What follows belongs to an exercise in optimizing a design on an open flow for small area; a production flow would make more cautious choices.
Function was checked by simulation only, so behaviour that the tests miss may differ from the original.

## Controller_FIR
module Controller_FIR (
    input  [7:0]  VPPG,
    input         Find_Setting,
    input         CLK,
    input         rst_n,
    output [6:0]  DC_Comp,
    output [3:0]  pga_Gain,
    output        LED_IR,
    output        LED_RED,
    output [19:0] Out_RED_Filtered,
    output [19:0] Out_IR_Filtered,
    output [3:0]  LED_Drive
);
    wire       osc;
    wire [3:0] cnt;
    wire [7:0] smp;
    wire [8:0] dnew;
    wire [44:0] hist;
    wire        dc_go;
    assign LED_IR    = ~LED_RED;
    assign LED_Drive = 4'd8;
    Controller ct(.Vppg(VPPG), .Find_Setting(Find_Setting), .CLK(CLK), .rst_n(rst_n),
                  .DC_Comp(DC_Comp), .PGA_Gain(pga_Gain), .LED_RED(LED_RED),
                  .osc(osc), .cnt(cnt), .smp(smp), .dnew(dnew), .hist(hist), .dc_go(dc_go));
    FIR_Filter fir(.CLK(CLK), .rst_n(rst_n), .osc(osc), .led_red(LED_RED), .cnt(cnt),
                   .vin(VPPG), .smp(smp), .hist(hist), .dnew(dnew), .dc_go(dc_go), .out_red(Out_RED_Filtered), .out_ir(Out_IR_Filtered));
endmodule
Size: roughly 1100 cells after synthesis, ~68 I/O pins, roughly 11000 um2 of cells after synthesis.
Settings: LEC_CHECK=0, ABC_AREA=1, CAP_MARGIN=5, CORE_MARGIN=2, CORE_UTILIZATION=50, SLEW_MARGIN=5; clock period 10.0 ns.
standard.sh (not shown) runs the stock make flow with config.mk's settings and CLKGATE_MAP_FILE= SYNTH_SCRIPT=/design/flow/synth_recipe.tcl, a recipe that flattens the netlist after the stock synthesis.
==> flow/flow/run.sh <==
#!/bin/bash
# Standard layout with two changes: the smallest plain buffer (buf_1) for the
# port buffers, and clock tree synthesis without dummy loads.
set -euo pipefail
export BUFFER_PORTS_ARGS="-buffer_cell sky130_fd_sc_hd__buf_1"
export CTS_ARGS="-sink_clustering_enable -repair_clock_nets -sink_clustering_size 24 -sink_clustering_max_diameter 50 -buf_list sky130_fd_sc_hd__clkbuf_8 -dont_use_dummy_load"
bash standard.sh finish > flow_make.log 2>&1
The first run ran to the end with no violations.
Edit:
--- a/flow/flow/run.sh
+++ b/flow/flow/run.sh
@@ -6 +6 @@
-export CTS_ARGS="-sink_clustering_enable -repair_clock_nets -sink_clustering_size 24 -sink_clustering_max_diameter 50 -buf_list sky130_fd_sc_hd__clkbuf_8 -dont_use_dummy_load"
+export CTS_ARGS="-sink_clustering_enable -repair_clock_nets -sink_clustering_size 45 -sink_clustering_max_diameter 100 -buf_list sky130_fd_sc_hd__clkbuf_16 -dont_use_dummy_load"
--- a/flow/config.mk
+++ b/flow/config.mk
@@ -9 +9 @@
-export CAP_MARGIN = 5
+export CAP_MARGIN = 20
@@ -12 +12 @@
-export SLEW_MARGIN = 5
+export SLEW_MARGIN = 20
Effect:
- The new run completed with no timing, DRC or antenna violations
- final cell count is unchanged
- sequential share of layout area went down by 0.64 points
- via count went up slightly
- core utilization went up by 0.90 points
- design area went up slightly
- synthesized cell count does not change
- maximum frequency stays flat
- sequential cell count is unchanged
- die area is unchanged

========
Setup of indigo:
Another version of the RTL of Controller_FIR (not shown whole).
For scale: ~1,100 cells after synthesis, roughly 180 flip-flops, about 0.012 mm2 of cells after synthesis.
// Controller_FIR
module Controller_FIR (
    input  [7:0]  VPPG,
    input         Find_Setting,
    input         CLK,
    input         rst_n,
    output [6:0]  DC_Comp,
    output [3:0]  pga_Gain,
    output        LED_IR,
    output        LED_RED,
    output [19:0] Out_RED_Filtered,
    output [19:0] Out_IR_Filtered,
    output [3:0]  LED_Drive
);
    wire       osc;
    wire [3:0] cnt;
    wire [7:0] smp;
    wire [8:0] dnew;
    wire [44:0] hist;
    assign LED_IR    = ~LED_RED;
    assign LED_Drive = 4'd8;
    Controller ct(.Vppg(VPPG), .Find_Setting(Find_Setting), .CLK(CLK), .rst_n(rst_n),
                  .DC_Comp(DC_Comp), .PGA_Gain(pga_Gain), .LED_RED(LED_RED),
                  .osc(osc), .cnt(cnt), .smp(smp), .dnew(dnew), .hist(hist));
    FIR_Filter fir(.CLK(CLK), .rst_n(rst_n), .osc(osc), .led_red(LED_RED), .cnt(cnt),
                   .vin(VPPG), .smp(smp), .hist(hist), .dnew(dnew), .out_red(Out_RED_Filtered), .out_ir(Out_IR_Filtered));
endmodule
==> flow/config.mk <==
export PLATFORM = sky130hd
export DESIGN_NAME = Controller_FIR
export DESIGN_NICKNAME = Controller_FIR
export VERILOG_FILES = /design/flow/design.v
export SDC_FILE = /design/flow/constraint.sdc
export NUM_CORES = 4
export LEC_CHECK = 0
export CAP_MARGIN = 20
export CORE_MARGIN = 2
export CORE_UTILIZATION = 50
export GPL_TIMING_DRIVEN = 0
export SLEW_MARGIN = 20
==> flow/constraint.sdc <==
create_clock -name core_clock -period 10.0 [get_ports {CLK}]
set_input_delay 2.0000 -clock core_clock [delete_from_list [all_inputs] [get_ports {CLK}]]
set_output_delay 2.0000 -clock core_clock [all_outputs]
set_load 0.01 [all_outputs]
==> flow/flow/run.sh <==
#!/bin/bash
# Standard layout with two changes: the smallest plain buffer (buf_1) for the
# port buffers, and clock tree synthesis without dummy loads.
set -euo pipefail
export BUFFER_PORTS_ARGS="-buffer_cell sky130_fd_sc_hd__buf_1"
export CTS_ARGS="-sink_clustering_enable -repair_clock_nets -sink_clustering_size 24 -sink_clustering_max_diameter 50 -buf_list sky130_fd_sc_hd__clkbuf_8 -dont_use_dummy_load"
bash standard.sh finish > flow_make.log 2>&1
indigo | status: complete | timing, DRC, antenna: pass
### indigo -> juniper
Settings: GPL_TIMING_DRIVEN removed (was 0); ABC_AREA newly set to 1; CORE_UTILIZATION changed from 50 to 65.
## What came out
The final layout from juniper, which completed every stage, passed the timing, design-rule and antenna checks at the end of the flow.
Compound-gate portion of the synthesized area ends up higher on indigo.
Wire length came out lower on juniper than on indigo.
Diff indigo -> juniper: overall die height shrank by 13%; met2 global-route usage picked up an extra 9.3 points.
Setup changes, juniper to delta
Settings: ABC_AREA no longer set, was 1; CTS_CLUSTER_SIZE now 30, previously not set; CORE_UTILIZATION now 50, was 65; CTS_CLUSTER_DIAMETER now 60, previously not set; CTS_BUF_LIST now sky130_fd_sc_hd__clkbuf_8, previously not set.
==> flow/flow/run.sh <==
#!/bin/bash
# Standard layout, with the smallest plain buffer (buf_1) for the port buffers.
set -euo pipefail
export BUFFER_PORTS_ARGS="-buffer_cell sky130_fd_sc_hd__buf_1"
bash standard.sh finish > flow_make.log 2>&1
--- outcome ---
Every run (juniper and delta) finished clean.
juniper → delta: initial core utilization fell 15 points, count of clock-buffer cells in the layout did not really move, detailed router's first-iteration violation count rose 17%, fraction of the cycle the final worst path needs went up 0.18 points.
Clock period minus worst slack ends up lower on juniper.
In delta, the post-placement cell count came out about 1.3% below the value in juniper.
The die outline width in delta is 1.14 times that in juniper.

========
Another version of the RTL of Controller_FIR (not shown whole).
Size: ~1300 cells after synthesis, about 250 flip-flops, about 68 I/O pins, about 0.014 sq mm of cells after synthesis.
Settings: LEC_CHECK=0, CAP_MARGIN=20, CORE_MARGIN=2, CORE_UTILIZATION=50, CTS_BUF_LIST=sky130_fd_sc_hd__clkbuf_8, CTS_CLUSTER_DIAMETER=60, CTS_CLUSTER_SIZE=30, SLEW_MARGIN=20; clock period 10.0 ns.
run.sh (not shown) runs the stock make flow with config.mk's settings and CLKGATE_MAP_FILE= SYNTH_SCRIPT=/design/flow/synth_recipe.tcl, a recipe that flattens the netlist after the stock synthesis.
Stock flow here: none of the scripts above is used.
Edit:
--- a/flow/config.mk
+++ b/flow/config.mk
@@ -8,7 +8,4 @@
 export CAP_MARGIN = 20
 export CORE_MARGIN = 2
-export CORE_UTILIZATION = 50
-export CTS_BUF_LIST = sky130_fd_sc_hd__clkbuf_8
-export CTS_CLUSTER_DIAMETER = 60
-export CTS_CLUSTER_SIZE = 30
+export CORE_UTILIZATION = 40
 export SLEW_MARGIN = 20
Synthesized area does not change.
Final area went up by a few percent.
Cell count went up by a few percent.
Die area went up by a quarter to a third.
Register-to-register slack is better by 30 ps.

========
Controller_FIR, a different RTL version from the one above (not shown whole).
Size: ~1200 cells after synthesis, about 180 flip-flops, ~68 I/O pins, roughly 0.011 sq mm of cells after synthesis.
export LEC_CHECK = 0
export ABC_AREA = 1
export CAP_MARGIN = 20
export CORE_MARGIN = 2
export CORE_UTILIZATION = 50
export SLEW_MARGIN = 20
create_clock -name core_clock -period 10.0 [get_ports {CLK}]
standard.sh (not shown) runs the stock make flow with config.mk's settings and CLKGATE_MAP_FILE= SYNTH_SCRIPT=/design/flow/synth_recipe.tcl, a recipe that flattens the netlist after the stock synthesis.
==> flow/flow/run.sh <==
#!/bin/bash
# Standard layout with two changes: the smallest plain buffer (buf_1) for the
# port buffers, and clock tree synthesis without dummy loads.
set -euo pipefail
export BUFFER_PORTS_ARGS="-buffer_cell sky130_fd_sc_hd__buf_1"
export CTS_ARGS="-sink_clustering_enable -repair_clock_nets -sink_clustering_size 30 -sink_clustering_max_diameter 60 -buf_list sky130_fd_sc_hd__clkbuf_8 -dont_use_dummy_load"
bash standard.sh finish > flow_make.log 2>&1
Rerun with:
==> flow/flow/run.sh (replaced) <==
#!/bin/bash
# Standard layout with two changes: the smallest plain buffer (buf_1) for the
# port buffers, and clock tree synthesis without dummy loads.
set -euo pipefail
export BUFFER_PORTS_ARGS="-buffer_cell sky130_fd_sc_hd__buf_1"
export CTS_ARGS="-sink_clustering_enable -repair_clock_nets -sink_clustering_size 24 -sink_clustering_max_diameter 50 -buf_list sky130_fd_sc_hd__clkbuf_8 -dont_use_dummy_load"
bash standard.sh finish > flow_make.log 2>&1
Effect: Synthesized area does not change. Worst hold slack stays the same. Maximum frequency is unchanged. Final area stays the same. Register-to-register slack stays flat. Worst setup slack does not change. First-iteration DRC count stays the same. Count of clock-buffer cells in the layout is unchanged. Global-route usage does not change.

-- separate check: timing with driven ports --
How much do the figures lean on ideal ports? The routed layouts below were timed once more, with nothing changed but the port constraints. Step 1 sets driving cells, clkbuf_16 on the clock port and buf_2 on the other inputs (assumed; they add their load-dependent delay and slew). Step 2 also shifts input and output timing later by t, the mid clock arrival at the registers, as if the neighbouring blocks saw the same clock. Slacks: ideal / step 1 / step 2; pairs: ideal / step 1.
| run | t, ns | slack for setup (ns) | worst slew at a driven data input, ns | cell pins on the clock port's net |
|---|---|---|---|---|
| the first run of note 1 | 0.497 | 0.472 / 0.472 / 0.472 | 0.03 | 1 |
| the second run of note 1 | 0.472 | 0.478 / 0.478 / 0.478 | 0.03 | 1 |
| indigo | 0.514 | 0.392 / 0.392 / 0.392 | 0.03 | 1 |
| juniper | 0.502 | 0.433 / 0.433 / 0.433 | 0.04 | 1 |
| delta | 0.512 | 0.415 / 0.415 / 0.415 | 0.03 | 1 |
| the first run of note 3 | 0.611 | 0.425 / 0.425 / 0.425 | 0.04 | 1 |
| the second run of note 3 | 0.593 | 0.459 / 0.459 / 0.459 | 0.04 | 1 |
| the first run of note 4 | 0.496 | 0.505 / 0.505 / 0.505 | 0.03 | 1 |
| the second run of note 4 | 0.496 | 0.505 / 0.505 / 0.505 | 0.03 | 1 |
After both steps every run listed still meets setup and hold.
